This design comes from an exercise in tuning for small area and a short achievable clock period on the open sky130 flow, not from production work. Where RTL was checked, it was by simulation tests only, not by an equivalence proof against the original.

## top_fft
module top_fft(
    input clk,
    input reset_p,
    input [23:0] fft_input,
    output reg [23:0] fft_output
);
    reg [3:0] cnt;
    reg       f1, f2;    
    wire [3:0] nc = reset_p ? 4'b1111 : cnt + 4'd1;    
    always @(posedge clk) begin
        cnt <= nc;
        if (reset_p) begin
            f1  <= 1'b1;
            f2  <= 1'b1;
        end else begin
            if (cnt == 4'd14) f1 <= 1'b0;
            if (cnt == 4'd1 && !f1) f2 <= 1'b0;
        end
    end
    wire [3:0] nc1 = nc + 4'd1;
    wire [3:0] nc2 = nc + 4'd2;
    wire [3:0] ncm1 = nc - 4'd1;
    wire [2:0] k1_p = nc2[3] ? 3'd0 : nc2[2:0];
    wire [2:0] k1_m = nc1[3] ? 3'd0 : nc1[2:0];
    wire [2:0] k2_p = nc1[2] ? 3'd0 : {nc1[1:0], 1'b0};
    wire [2:0] k2_m = nc[2]  ? 3'd0 : {nc[1:0], 1'b0};
    wire [5:0]  c1p_n, c2p_n, c1x, c2x;
    wire [42:0] c1m_n, c1y;
    wire [32:0] c2m_n, c2y;
    twiddle_w_value  w1p(.k(k1_p), .p1(c1p_n), .p2(c1y));
    twiddle_w_value  w1m(.k(k1_m), .p1(c1x),   .p2(c1m_n));
    twiddle_w_value2 w2p(.k(k2_p), .p1(c2p_n), .p2(c2y));
    twiddle_w_value2 w2m(.k(k2_m), .p1(c2x),   .p2(c2m_n));
    reg sel1, sel2, sel3, sel4, rot3;
    reg [5:0]  c1p, c2p;
    reg [42:0] c1m;
    reg [32:0] c2m;
    always @(posedge clk) begin
        sel1 <= nc[3];
        sel2 <= ~ncm1[2];
        sel3 <= nc[1];
        sel4 <= nc[0];
        rot3 <= nc1[1] & nc1[0];
        c1p <= c1p_n;
        c2p <= c2p_n;
        c1m <= c1m_n;
        c2m <= c2m_n;
    end
    reg  [23:0] s1_in;
    reg  [23:0] s1_dl [0:5];
    reg  [51:0] s1_d6;
  ...
clock: 7.0 ns
lec_check: 0
cap_margin: 20
core_margin: 2
core_utilization: 40
setup_slack_margin: 4.2
slew_margin: 20
run.sh (not shown) runs the stock make flow with config.mk's settings and CLKGATE_MAP_FILE= SYNTH_SCRIPT=/design/flow/synth_recipe.tcl, a recipe that flattens the netlist after the stock synthesis.
The starting point produced a clean layout.
Then changed:
--- a/flow/config.mk
+++ b/flow/config.mk
@@ -9,4 +9,4 @@
 export CORE_MARGIN = 2
 export CORE_UTILIZATION = 40
-export SETUP_SLACK_MARGIN = 4.2
+export SETUP_SLACK_MARGIN = 4.6
 export SLEW_MARGIN = 20
What happened: The new run finished clean. Wire length is higher by 8.5%. Die area does not change. Worst hold slack degrades by 0.0082 ns. Cell area climbs by 11%. Count of clock-buffer cells in the layout does not change. Setup slack degrades by 0.040 ns. Via count rose by 5.3%. Sequential share of layout area went down by 2.7 points. Utilization climbs by 5.0 points. Global-route usage increases by 1.5 points.
Then changed:
--- a/flow/config.mk
+++ b/flow/config.mk
@@ -8,5 +8,7 @@
 export CAP_MARGIN = 20
 export CORE_MARGIN = 2
-export CORE_UTILIZATION = 40
-export SETUP_SLACK_MARGIN = 4.6
+export CORE_UTILIZATION = 60
+export CTS_CLUSTER_DIAMETER = 100
+export CTS_CLUSTER_SIZE = 30
+export SETUP_SLACK_MARGIN = 4.2
 export SLEW_MARGIN = 20
What happened:
- sequential share of layout area rises by 4.2 points
- die area fell by 33%
- worst setup slack gains 0.014 ns
- core utilization is higher by 15 points
- cell area shrinks by about 14%
- count of clock-buffer cells in the layout fell by 64
- wire length is lower by 5.2%
- clock skew came out lower by 0.019 ns
Then changed:
--- a/flow/config.mk
+++ b/flow/config.mk
@@ -8,5 +8,5 @@
 export CAP_MARGIN = 20
 export CORE_MARGIN = 2
-export CORE_UTILIZATION = 60
+export CORE_UTILIZATION = 40
 export CTS_CLUSTER_DIAMETER = 100
 export CTS_CLUSTER_SIZE = 30
After rerunning:
- The changed run finished with timing, DRC and antenna clean
- maximum frequency climbs by about 1.4%
- worst setup slack improved by 0.040 ns

---

Another version of the RTL of top_fft (not shown whole).
For scale: ~4,100 cells after synthesis, roughly 600 flip-flops, ~50 I/O pins, ~38,000 sq um of cells after synthesis.
make LEC_CHECK=0 CAP_MARGIN=20 CORE_MARGIN=2 CORE_UTILIZATION=40 SETUP_SLACK_MARGIN=3.8 SLEW_MARGIN=20 finish   # period 7.0 ns
Next try:
Settings changed: SETUP_SLACK_MARGIN 3.8 to 4.3.
Outcome: Via count went up by 1.7%; design area grows by 4.2%; synthesized area stays the same; wire length came out higher by 3.9%; fmax is about the same; worst setup slack stays flat.
Next try:
Settings changed: CORE_UTILIZATION 40 to 65, SETUP_SLACK_MARGIN 4.3 to 3.8.
=> Core utilization climbs by 25 points; fmax drops by 1.6%; area after synthesis does not change.
Function was not checked in any run of this note: the RTL went through the layout flow alone.

---

Setup of sierra:
Another version of the RTL of top_fft (not shown whole).
For scale: about 3,600 cells after synthesis, about 680 flip-flops.
==> flow/design.v (excerpt) <==
module top_fft(
    input clk,
    input reset_p,
    input [23:0] fft_input,
    output reg [23:0] fft_output
);
make LEC_CHECK=0 CAP_MARGIN=20 CORE_MARGIN=2 CORE_UTILIZATION=50 CTS_CLUSTER_DIAMETER=100 CTS_CLUSTER_SIZE=30 PLACE_DENSITY=0.7 SETUP_SLACK_MARGIN=4.35 SLEW_MARGIN=20 finish   # period 7.0 ns
sierra: all stages complete, timing, DRC and antenna checks passed
Inputs modified between sierra and delta:
- changing CORE_UTILIZATION from 50 to 40
- changing SETUP_SLACK_MARGIN from 4.35 to 4.3
- removing PLACE_DENSITY (formerly 0.7)
--- outcome ---
On first-iteration DRC count, the lower figure sits with delta, not sierra. delta completed every stage of the flow, and the final layout passed the timing, design-rule and antenna checks. delta against sierra: synthesis-to-layout area growth higher.
Modified inputs, tundra compared to delta
- CORE_UTILIZATION changed from 40 to 50
- PLACE_DENSITY newly set to 0.7
- SETUP_SLACK_MARGIN changed from 4.3 to 4.2
## What came out
Changes observed in tundra relative to delta: standard cell core area lower; shortest clock period the worst path allows after layout higher. The number of multi-input combinational cells in the layout was comparable across delta and tundra. Across both runs, routed wire length was lower for tundra than for delta. tundra reports a lower summed area of non-filler cells in the final layout than delta does. CTS buffer count: tundra vs delta down 1. For the total number of tap cells, tundra came in about 23% lower than delta did.
What raven does differently from tundra at the input level:
- changing CORE_UTILIZATION from 50 to 40
- removing PLACE_DENSITY (formerly 0.7)
--- outcome ---
- Of the two candidates, tundra has the worse fmax and raven the better one.
- Diff tundra -> raven | final design area excluding fillers | increase of 240 sq um
- [compare] base=tundra new=raven: fraction of area in clock buffers and inverters level.
No functional check of the RTL was part of any run of this note.

---

Setup of old:
The RTL this note starts from:
==> flow/design.v <==
module top_fft(
    input clk,
    input reset_p,
    input [23:0] fft_input,
    output reg [23:0] fft_output
);
    reg [3:0] cnt;
    reg       f1, f2;    
    wire [3:0] nc = reset_p ? 4'b1111 : cnt + 4'd1;    
    always @(posedge clk) begin
        cnt <= nc;
        if (reset_p) begin
            f1  <= 1'b1;
            f2  <= 1'b1;
        end else begin
            if (cnt == 4'd14) f1 <= 1'b0;
            if (cnt == 4'd1 && !f1) f2 <= 1'b0;
        end
    end
    wire [3:0] nc1 = nc + 4'd1;
    wire [3:0] nc2 = nc + 4'd2;
    wire [3:0] ncm1 = nc - 4'd1;
    reg sel1, sel2, sel3, sel4, rot3;
    reg [2:0] k1p, k1m, k2p, k2m;
    always @(posedge clk) begin
        sel1 <= nc[3];
        sel2 <= ~ncm1[2];
        sel3 <= nc[1];
        sel4 <= nc[0];
        rot3 <= nc1[1] & nc1[0];
        k1p  <= nc2[3] ? 3'd0 : nc2[2:0];
        k1m  <= nc1[3] ? 3'd0 : nc1[2:0];
        k2p  <= nc1[2] ? 3'd0 : {nc1[1:0], 1'b0};
        k2m  <= nc[2]  ? 3'd0 : {nc[1:0], 1'b0};
    end
    reg  [23:0] s1_in;
    reg  [23:0] s1_dl [0:5];
    reg  [27:0] s1_d6;
    reg  [23:0] s1_d7;
    wire [23:0] s1_b0, s1_b1;
    wire [27:0] s1_p;
    wire [23:0] s1_m;
    Butterfly bf1(.fft_input_A(s1_d7), .fft_input_B(s1_in), .fft_output_0(s1_b0), .fft_output_1(s1_b1));
    twiddle_prep #(.FULL(1)) tp1(.x(s1_dl[5]), .k(k1p), .t(s1_p));
    twiddle_factor #(.FULL(1)) tw1(.t(s1_d6), .k(k1m), .y(s1_m));
    integer i;
    always @(posedge clk) begin
        s1_in <= fft_input;
        s1_dl[0] <= sel1 ? s1_b1 : s1_in;
        for (i = 1; i < 6; i = i + 1) s1_dl[i] <= s1_dl[i-1];
        s1_d6 <= s1_p;
        s1_d7 <= s1_m;
    end
    reg  [23:0] s2_in;
    reg  [23:0] s2_d0, s2_d1;
    reg  [27:0] s2_d2;
    reg  [23:0] s2_d3;
    wire [23:0] s2_b0, s2_b1;
    wire [27:0] s2_p;
    wire [23:0] s2_m;
    Butterfly bf2(.fft_input_A(s2_d3), .fft_input_B(s2_in), .fft_output_0(s2_b0), .fft_output_1(s2_b1));
    twiddle_prep #(.FULL(0)) tp2(.x(s2_d1), .k(k2p), .t(s2_p));
    twiddle_factor #(.FULL(0)) tw2(.t(s2_d2), .k(k2m), .y(s2_m));
    always @(posedge clk) begin
        s2_in <= sel1 ? s1_b0 : s1_d7;
        s2_d0 <= sel2 ? s2_in : s2_b1;
        s2_d1 <= s2_d0;
        s2_d2 <= s2_p;
        s2_d3 <= s2_m;
    end
    reg  [23:0] s3_in;
    reg  [23:0] s3_d0, s3_d1;
    wire [23:0] s3_b0, s3_b1;
    Butterfly bf3(.fft_input_A(s3_d1), .fft_input_B(s3_in), .fft_output_0(s3_b0), .fft_output_1(s3_b1));
    wire [11:0] s3_neg_r = -s3_d0[23:12];
    always @(posedge clk) begin
        s3_in <= sel2 ? s2_d3 : s2_b0;
        s3_d0 <= sel3 ? s3_in : s3_b1;
        s3_d1 <= rot3 ? {s3_d0[11:0], s3_neg_r} : s3_d0;
    end
    reg  [23:0] s4_in;
    reg  [23:0] s4_dl;
    wire [23:0] s4_b0, s4_b1;
    Butterfly bf4(.fft_input_A(s4_dl), .fft_input_B(s4_in), .fft_output_0(s4_b0), .fft_output_1(s4_b1));
    always @(posedge clk) begin
        s4_in <= sel3 ? s3_d1 : s3_b0;
        s4_dl <= sel4 ? s4_in : s4_b1;
        fft_output <= (reset_p | f2) ? 24'd0 : (sel4 ? s4_dl : s4_b0);
    end
endmodule
module Butterfly(
    input [23:0] fft_input_A,
    input [23:0] fft_input_B,
    output [23:0] fft_output_0,
    output [23:0] fft_output_1
);
    wire signed [11:0] ar = fft_input_A[23:12], ai = fft_input_A[11:0];
    wire signed [11:0] br = fft_input_B[23:12], bi = fft_input_B[11:0];
    wire signed [12:0] x0r = ar + br, x0i = ai + bi, x1r = ar - br, x1i = ai - bi;
    assign fft_output_0 = {x0r[12:1], x0i[12:1]};
    assign fft_output_1 = {x1r[12:1], x1i[12:1]};
endmodule
module twiddle_factor #(parameter FULL = 1) (
    input  [27:0] t,
    input  [2:0]  k,
    output [23:0] y
);
    wire signed [13:0] tr = {t[27:26], t[23:12]};
    wire signed [13:0] ti = {t[25:24], t[11:0]};
    wire [1:0] m = FULL ? k[1:0] : {k[1], 1'b0};
    twiddle_cmul re(.t(tr), .q(ti), .neg(m == 2'd3), .m(m), .y(y[23:12]));
    twiddle_cmul im(.t(ti), .q(tr), .neg(m == 2'd1), .m(m), .y(y[11:0]));
endmodule
module twiddle_cmul(
    input  signed [13:0] t,
    input  signed [13:0] q,
    input  neg,
    input  [1:0] m,
    output [11:0] y
);
    wire m0  = (m == 2'd0);
    wire m2  = (m == 2'd2);
    wire m13 = m[0];
    wire signed [21:0] tt = t;
    wire signed [13:0] qn = q ^ {14{neg}};
    wire signed [21:0] qx = qn;
    wire signed [21:0] z  = 22'sd0;
    wire signed [21:0] rA = {tt[11:0], 10'd0} | (neg ? 22'sd392 : z);
    wire signed [21:0] rB = m0 ? z : (tt <<< 6);
    wire signed [21:0] rC = m0 ? z : (m2 ? (tt <<< 8) : (tt <<< 4));
    wire signed [21:0] rD = m0 ? z : (m2 ? (tt <<< 4) : (tt <<< 1));
    wire signed [21:0] rE = m0 ? z : (m2 ? (tt <<< 2) : (qx <<< 9));
    wire signed [21:0] rF = m13 ? (qx <<< 7) : z;
    wire signed [21:0] rG = m13 ? (qx <<< 3) : z;
    wire signed [21:0] sum = rA - rB - rC + rD + rE - rF + rG;
    assign y = sum[21:10];
endmodule
module twiddle_prep #(parameter FULL = 1) (
    input  [23:0] x,
    input  [2:0]  k,
    output [27:0] t
);
    wire signed [11:0] xr12 = x[23:12];
    wire signed [11:0] xi12 = x[11:0];
    wire signed [13:0] xr = xr12;
    wire signed [13:0] xi = xi12;
    reg  signed [13:0] tr, ti;
    always @(*) begin
        case (k)
            3'd0: begin tr = xr;      ti = xi;       end
            3'd1: begin tr = xr;      ti = xi;       end
            3'd2: begin tr = xr + xi; ti = xi - xr;  end
            3'd3: begin tr = xi;      ti = -xr;      end
            3'd4: begin tr = xi;      ti = -xr;      end
            3'd5: begin tr = xi;      ti = -xr;      end
            3'd6: begin tr = xi - xr; ti = -xr - xi; end
            default: begin tr = -xr;  ti = -xi;      end
        endcase
        if (!FULL && k[0]) begin tr = xr; ti = xi; end
    end
    assign t = {tr[13:12], ti[13:12], tr[11:0], ti[11:0]};
endmodule
Settings: LEC_CHECK=0, CAP_MARGIN=20, CORE_MARGIN=2, CORE_UTILIZATION=40, SLEW_MARGIN=20; clock period 7.0 ns.
Setup changes, old to new
- an added SETUP_SLACK_MARGIN of 3.5
==> comparison <==
Of new and old, the lower wire length of the first global-routing pass belongs to old.

---

Another version of the RTL of top_fft (not shown whole).
Size in the first run: ~680 flip-flops, ~50 I/O pins, about 39000 um2 of cells after synthesis.
make LEC_CHECK=0 CAP_MARGIN=20 CORE_MARGIN=2 CORE_UTILIZATION=40 CTS_CLUSTER_DIAMETER=100 CTS_CLUSTER_SIZE=30 SETUP_SLACK_MARGIN=4.4 SLEW_MARGIN=20 finish   # period 7.0 ns
The baseline ran to the end with no violations.
Next try:
--- a/flow/config.mk
+++ b/flow/config.mk
@@ -10 +10 @@
-export CORE_UTILIZATION = 40
+export CORE_UTILIZATION = 50
@@ -13 +13,2 @@
-export SETUP_SLACK_MARGIN = 4.4
+export PLACE_DENSITY = 0.7
+export SETUP_SLACK_MARGIN = 4.2
Die area shrinks by about 20%.
Utilization increases by 8.7 points.
Worst hold slack gets better by 0.014 ns.
Worst setup slack got worse by 0.055 ns.
Final area came out lower by 4.9%.
Fmax goes down by about 2%.
Synthesized area stays the same.
Wire length drops by 6.8%.
Next try:
--- a/flow/config.mk
+++ b/flow/config.mk
@@ -10 +10 @@
-export CORE_UTILIZATION = 50
+export CORE_UTILIZATION = 40
@@ -13 +12,0 @@
-export PLACE_DENSITY = 0.7
After rerunning:
- The changed run completed with no timing, DRC or antenna violations
- first-iteration DRC count decreases by 9.3%
- critical path depth stays the same

---

Setup of rev 12:
Another version of the RTL of top_fft (not shown whole).
Size: roughly 570 flip-flops, roughly 50 I/O pins, ~38000 µm² of cells after synthesis.
==> flow/design.v (excerpt) <==
module top_fft(
    input clk,
    input reset_p,
    input [23:0] fft_input,
    output reg [23:0] fft_output
);
clock: 7.0 ns
lec_check: 0
cap_margin: 20
core_margin: 2
core_utilization: 40
setup_slack_margin: 4.5
slew_margin: 20
Rev 12: done, clean on timing, DRC and antenna
Relative to rev 12, the following input files were edited for rev 13:
-- flow/config.mk --
<<< rev 12, line 10
export CORE_UTILIZATION = 40
export SETUP_SLACK_MARGIN = 4.5
export SLEW_MARGIN = 20
>>> rev 13, line 10
export CORE_UTILIZATION = 40
export SETUP_SLACK_MARGIN = 3.5
export SLEW_MARGIN = 20
Findings:
Going from rev 12 to rev 13, final instance area shrinks by about 9%. Clock period minus final worst setup slack, rev 13 and rev 12: smaller value in rev 12. Area growth from synthesis to final layout, rev 13 and rev 12: larger value in rev 12.
No functional check of the RTL was part of any run of this note.

separate check: timing with driven ports:
The flow's constraints put no driver on any port. The routed layouts listed below were extracted and timed again, unchanged, in two steps. Step 1: set_driving_cell puts a clkbuf_16 on clk and a buf_2 on each other input, an assumption about the parent block. Step 2, shift: input delay + t, output delay - t, t = (earliest + latest rising clock arrival at the registers) / 2. This alone moves slack from input paths to output paths. Three values: ideal, step 1, step 2; two values: the first two.
| run | shift t [ns] | setup slack, ns | clock arrival spread, ns | slew at the worst register clock pin (ns) | worst data-port slew with drivers (ns) |
|---|---|---|---|---|---|
| the first run of note 1 | 0.688 | 4.205 / 4.205 / 3.651 | 0.041 / 0.041 | 0.07 / 0.07 | 0.08 |
| the second run of note 1 | 0.718 | 4.165 / 4.165 / 4.008 | 0.049 / 0.048 | 0.07 / 0.07 | 0.06 |
| the third run of note 1 | 0.704 | 4.180 / 4.180 / 3.589 | 0.028 / 0.029 | 0.12 / 0.12 | 0.10 |
| the fourth run of note 1 | 0.718 | 4.220 / 4.220 / 3.614 | 0.024 / 0.025 | 0.12 / 0.12 | 0.08 |
| the first run of note 2 | 0.671 | 3.814 / 3.814 / 3.508 | 0.024 / 0.024 | 0.07 / 0.07 | 0.11 |
| the second run of note 2 | 0.670 | 3.816 / 3.816 / 3.816 | 0.037 / 0.037 | 0.06 / 0.06 | 0.06 |
| the third run of note 2 | 0.661 | 3.763 / 3.763 / 3.361 | 0.022 / 0.021 | 0.07 / 0.07 | 0.05 |
| sierra | 0.688 | 3.946 / 3.946 / 3.766 | 0.023 / 0.024 | 0.11 / 0.11 | 0.09 |
| delta | 0.692 | 3.992 / 3.992 / 3.895 | 0.052 / 0.052 | 0.11 / 0.11 | 0.12 |
| tundra | 0.680 | 3.946 / 3.946 / 3.751 | 0.031 / 0.031 | 0.11 / 0.11 | 0.08 |
| raven | 0.697 | 3.983 / 3.983 / 3.798 | 0.030 / 0.030 | 0.11 / 0.11 | 0.06 |
| old | 0.689 | 1.379 / 1.379 / 1.379 | 0.046 / 0.046 | 0.07 / 0.07 | 0.08 |
| new | 0.674 | 2.180 / 2.180 / 2.180 | 0.035 / 0.035 | 0.07 / 0.07 | 0.05 |
| the first run of note 5 | 0.654 | 4.321 / 4.321 / 3.995 | 0.064 / 0.064 | 0.12 / 0.12 | 0.10 |
| the second run of note 5 | 0.698 | 4.266 / 4.212 / 3.816 | 0.027 / 0.028 | 0.11 / 0.11 | 0.07 |
| the third run of note 5 | 0.643 | 4.260 / 4.260 / 3.922 | 0.061 / 0.061 | 0.11 / 0.11 | 0.09 |
| rev 12 | 0.677 | 2.986 / 2.986 / 2.986 | 0.034 / 0.034 | 0.07 / 0.07 | 0.08 |
| rev 13 | 0.684 | 2.942 / 2.942 / 2.942 | 0.037 / 0.037 | 0.06 / 0.06 | 0.12 |
After both steps every run listed still meets setup and hold. The setup slack of the fourth run of note 1, which loses most, moves by 0.000 ns with the drivers and by -0.606 ns with both steps.
